What follows belongs to an exercise in optimizing a design on an open flow for small area, a short achievable clock period and few clock cycles per item; a production flow would make more cautious choices.
The RTL was checked by simulation tests, not by an equivalence proof against the original design.

==> flow/design.v <==
module maxmin (
  input  [7:0] a,
  input  [7:0] b,
  output [7:0] hi,
  output [7:0] lo
);
  wire [7:0] c;
  assign c[0] = a[0];
  genvar i;
  generate
    for (i = 1; i < 8; i = i + 1) begin : g
      assign c[i] = (a[i] & ~b[i]) | (a[i] & c[i-1]) | (~b[i] & c[i-1]);
    end
  endgenerate
  wire sel = c[7];
  assign hi[7]   = a[7] | b[7];
  assign lo[7]   = a[7] & b[7];
  assign hi[6:0] = sel ? a[6:0] : b[6:0];
  assign lo[6:0] = sel ? b[6:0] : a[6:0];
endmodule
module sorter_top (
  input              clk,
  input              rst,
  input              in_valid,
  input      [79:0]  in_list,
  output reg         out_valid,
  output reg [79:0]  out_list
);
  wire [7:0] s0 [0:9];
  wire [7:0] s1 [0:9];
  wire [7:0] s2 [0:9];
  wire [7:0] s3 [0:9];
  wire [7:0] s4 [0:9];
  reg  [7:0] r4 [0:9];
  wire [7:0] s5 [0:9];
  wire [7:0] s6 [0:9];
  wire [7:0] s7 [0:9];
  wire [7:0] s8 [0:9];
  genvar g;
  generate
    for (g = 0; g < 10; g = g + 1) begin : io
      assign s0[g] = in_list[8*g +: 8];
      always @(posedge clk) r4[g] <= s4[g];
      always @(*) out_list[8*g +: 8] = s8[g];
    end
  endgenerate
  always @(posedge clk) begin
    if (rst) out_valid <= 1'b0;
    else     out_valid <= in_valid;
  end
  maxmin c1a (s0[0], s0[8], s1[0], s1[8]);
  maxmin c1b (s0[1], s0[9], s1[1], s1[9]);
  maxmin c1c (s0[2], s0[7], s1[2], s1[7]);
  maxmin c1d (s0[3], s0[5], s1[3], s1[5]);
  maxmin c1e (s0[4], s0[6], s1[4], s1[6]);
  maxmin c2a (s1[0], s1[2], s2[0], s2[2]);
  maxmin c2b (s1[1], s1[4], s2[1], s2[4]);
  maxmin c2c (s1[5], s1[8], s2[5], s2[8]);
  maxmin c2d (s1[7], s1[9], s2[7], s2[9]);
  assign s2[3] = s1[3];
  assign s2[6] = s1[6];
  maxmin c3a (s2[0], s2[3], s3[0], s3[3]);
  maxmin c3b (s2[2], s2[4], s3[2], s3[4]);
  maxmin c3c (s2[5], s2[7], s3[5], s3[7]);
  maxmin c3d (s2[6], s2[9], s3[6], s3[9]);
  assign s3[1] = s2[1];
  assign s3[8] = s2[8];
  maxmin c4a (s3[0], s3[1], s4[0], s4[1]);
  maxmin c4b (s3[3], s3[6], s4[3], s4[6]);
  maxmin c4c (s3[8], s3[9], s4[8], s4[9]);
  assign s4[2] = s3[2];
  assign s4[4] = s3[4];
  assign s4[5] = s3[5];
  assign s4[7] = s3[7];
  maxmin c5a (r4[1], r4[5], s5[1], s5[5]);
  maxmin c5b (r4[2], r4[3], s5[2], s5[3]);
  maxmin c5c (r4[4], r4[8], s5[4], s5[8]);
  maxmin c5d (r4[6], r4[7], s5[6], s5[7]);
  assign s5[0] = r4[0];
  assign s5[9] = r4[9];
  maxmin c6a (s5[1], s5[2], s6[1], s6[2]);
  maxmin c6b (s5[3], s5[5], s6[3], s6[5]);
  maxmin c6c (s5[4], s5[6], s6[4], s6[6]);
  maxmin c6d (s5[7], s5[8], s6[7], s6[8]);
  assign s6[0] = s5[0];
  assign s6[9] = s5[9];
  maxmin c7a (s6[2], s6[3], s7[2], s7[3]);
  maxmin c7b (s6[4], s6[5], s7[4], s7[5]);
  maxmin c7c (s6[6], s6[7], s7[6], s7[7]);
  assign s7[0] = s6[0];
  assign s7[1] = s6[1];
  assign s7[8] = s6[8];
  assign s7[9] = s6[9];
  maxmin c8a (s7[3], s7[4], s8[3], s8[4]);
  maxmin c8b (s7[5], s7[6], s8[5], s8[6]);
  assign s8[0] = s7[0];
  assign s8[1] = s7[1];
  assign s8[2] = s7[2];
  assign s8[7] = s7[7];
  assign s8[8] = s7[8];
  assign s8[9] = s7[9];
endmodule
export LEC_CHECK = 0
export ABC_AREA = 1
export CAP_MARGIN = 20
export CORE_MARGIN = 2
export CORE_UTILIZATION = 60
export GPL_TIMING_DRIVEN = 0
export SLEW_MARGIN = 20
create_clock -name core_clock -period 700.0 [get_ports {clk}]
standard.sh (not shown) runs the stock make flow with config.mk's settings and CLKGATE_MAP_FILE= SYNTH_SCRIPT=/design/flow/synth_recipe.tcl, a recipe that flattens the netlist after the stock synthesis.
==> flow/flow/run.sh <==
#!/bin/bash
# Own flow: the standard layout, with two changes.
#  * synthesis: the standard flow's script with a different ABC script (flow/pre_synth.tcl)
#  * port buffers: buffer_ports uses buf_1 instead of the cell it picks itself
#  * CTS: small clock buffers and no dummy loads
# Everything else (floorplan, power grid, placement, CTS, routing) is standard.sh.
set -euo pipefail
W=$(pwd)
cat "$W/flow/pre_synth.tcl" "$W/synth_recipe.tcl" > "$W/own_synth.tcl"
sed "s#synth_recipe\.tcl#own_synth.tcl#g" "$W/standard.sh" > "$W/own_standard.sh"
grep -q own_synth.tcl "$W/own_standard.sh"
export OWN_ABC_SCRIPT="$W/flow/abc.script"
export CTS_ARGS="-sink_clustering_enable -repair_clock_nets -dont_use_dummy_load -buf_list {sky130_fd_sc_hd__clkbuf_4 sky130_fd_sc_hd__clkbuf_8}"
export BUFFER_PORTS_ARGS="-buffer_cell sky130_fd_sc_hd__buf_1"
bash "$W/own_standard.sh" > "$W/make.log" 2>&1
==> flow/flow/abc.script <==
strash
dc2
dch -f
amap -F 10 -A 20 -C 5000
==> flow/flow/pre_synth.tcl <==
# Prepended to the standard flow's synthesis script: the same synthesis, except that ABC maps
# with flow/abc.script instead of ORFS's area script, and the adder-extraction
# step (extract_fa) is skipped, so ABC sees the comparators as plain logic.
proc abc {args} {
  set i [lsearch -exact $args -script]
  if { $i >= 0 } {
    lset args [expr {$i + 1}] $::env(OWN_ABC_SCRIPT)
  }
  yosys abc {*}$args
}
unset -nocomplain ::env(ADDER_MAP_FILE)
Testbench counts at the start, summed over its fixed seeds: cycles 16,000, items 16,000.
Then changed:
--- a/flow/design.v
+++ b/flow/design.v
@@ -4,16 +4,16 @@
   output [7:0] hi,
   output [7:0] lo
 );
   wire [7:0] c;
-  assign c[0] = a[0];
+  assign c[0] = a[0] & ~b[0];
   genvar i;
   generate
-    for (i = 1; i < 8; i = i + 1) begin : g
+    for (i = 1; i < 7; i = i + 1) begin : g
       assign c[i] = (a[i] & ~b[i]) | (a[i] & c[i-1]) | (~b[i] & c[i-1]);
     end
   endgenerate
-  wire sel = c[7];
+  wire sel = (a[7] ^ b[7]) ? a[7] : c[6];
   assign hi[7]   = a[7] | b[7];
   assign lo[7]   = a[7] & b[7];
   assign hi[6:0] = sel ? a[6:0] : b[6:0];
   assign lo[6:0] = sel ? b[6:0] : a[6:0];
Result: Count of clock-buffer cells in the layout is unchanged. Die area is higher by 2.0%. Worst setup slack is better by 0.15 ns. Utilization is lower by 1.2 points. Wire length is lower by 2.0%. Maximum frequency stays flat. Global-route usage is lower by 1.4 points. Cell area is higher by 1.5%.
Testbench counts after the change, summed over its fixed seeds: cycles 16,000, items 16,000.

[port drivers added, routing unchanged]
The results above use ideal ports. As a check the final layouts listed here were re-extracted and re-timed, cells and wires unchanged. Step 1 assumes that a clkbuf_16 drives the clock port and a buf_2 every other input. Step 2 adds t to the input delays and takes it off the output delays; t is the mean of the earliest and latest rising clock arrival at the registers after step 1. Input paths then give back, and output paths get back, about the clock's delay inside the block. Three values: no drivers, after step 1, after step 2; two values: the first two.
run | t (ns) | setup slack, ns | clock arrival spread, ns | slew at the worst register clock pin (ns) | cell pins on the clock port's net
the first run | 0.373 | 548.721 / 548.686 / 549.059 | 0.017 / 0.017 | 0.07 / 0.07 | 1
the second run | 0.368 | 548.875 / 548.840 / 549.208 | 0.039 / 0.039 | 0.09 / 0.09 | 1
After both steps every run listed still meets setup and hold.
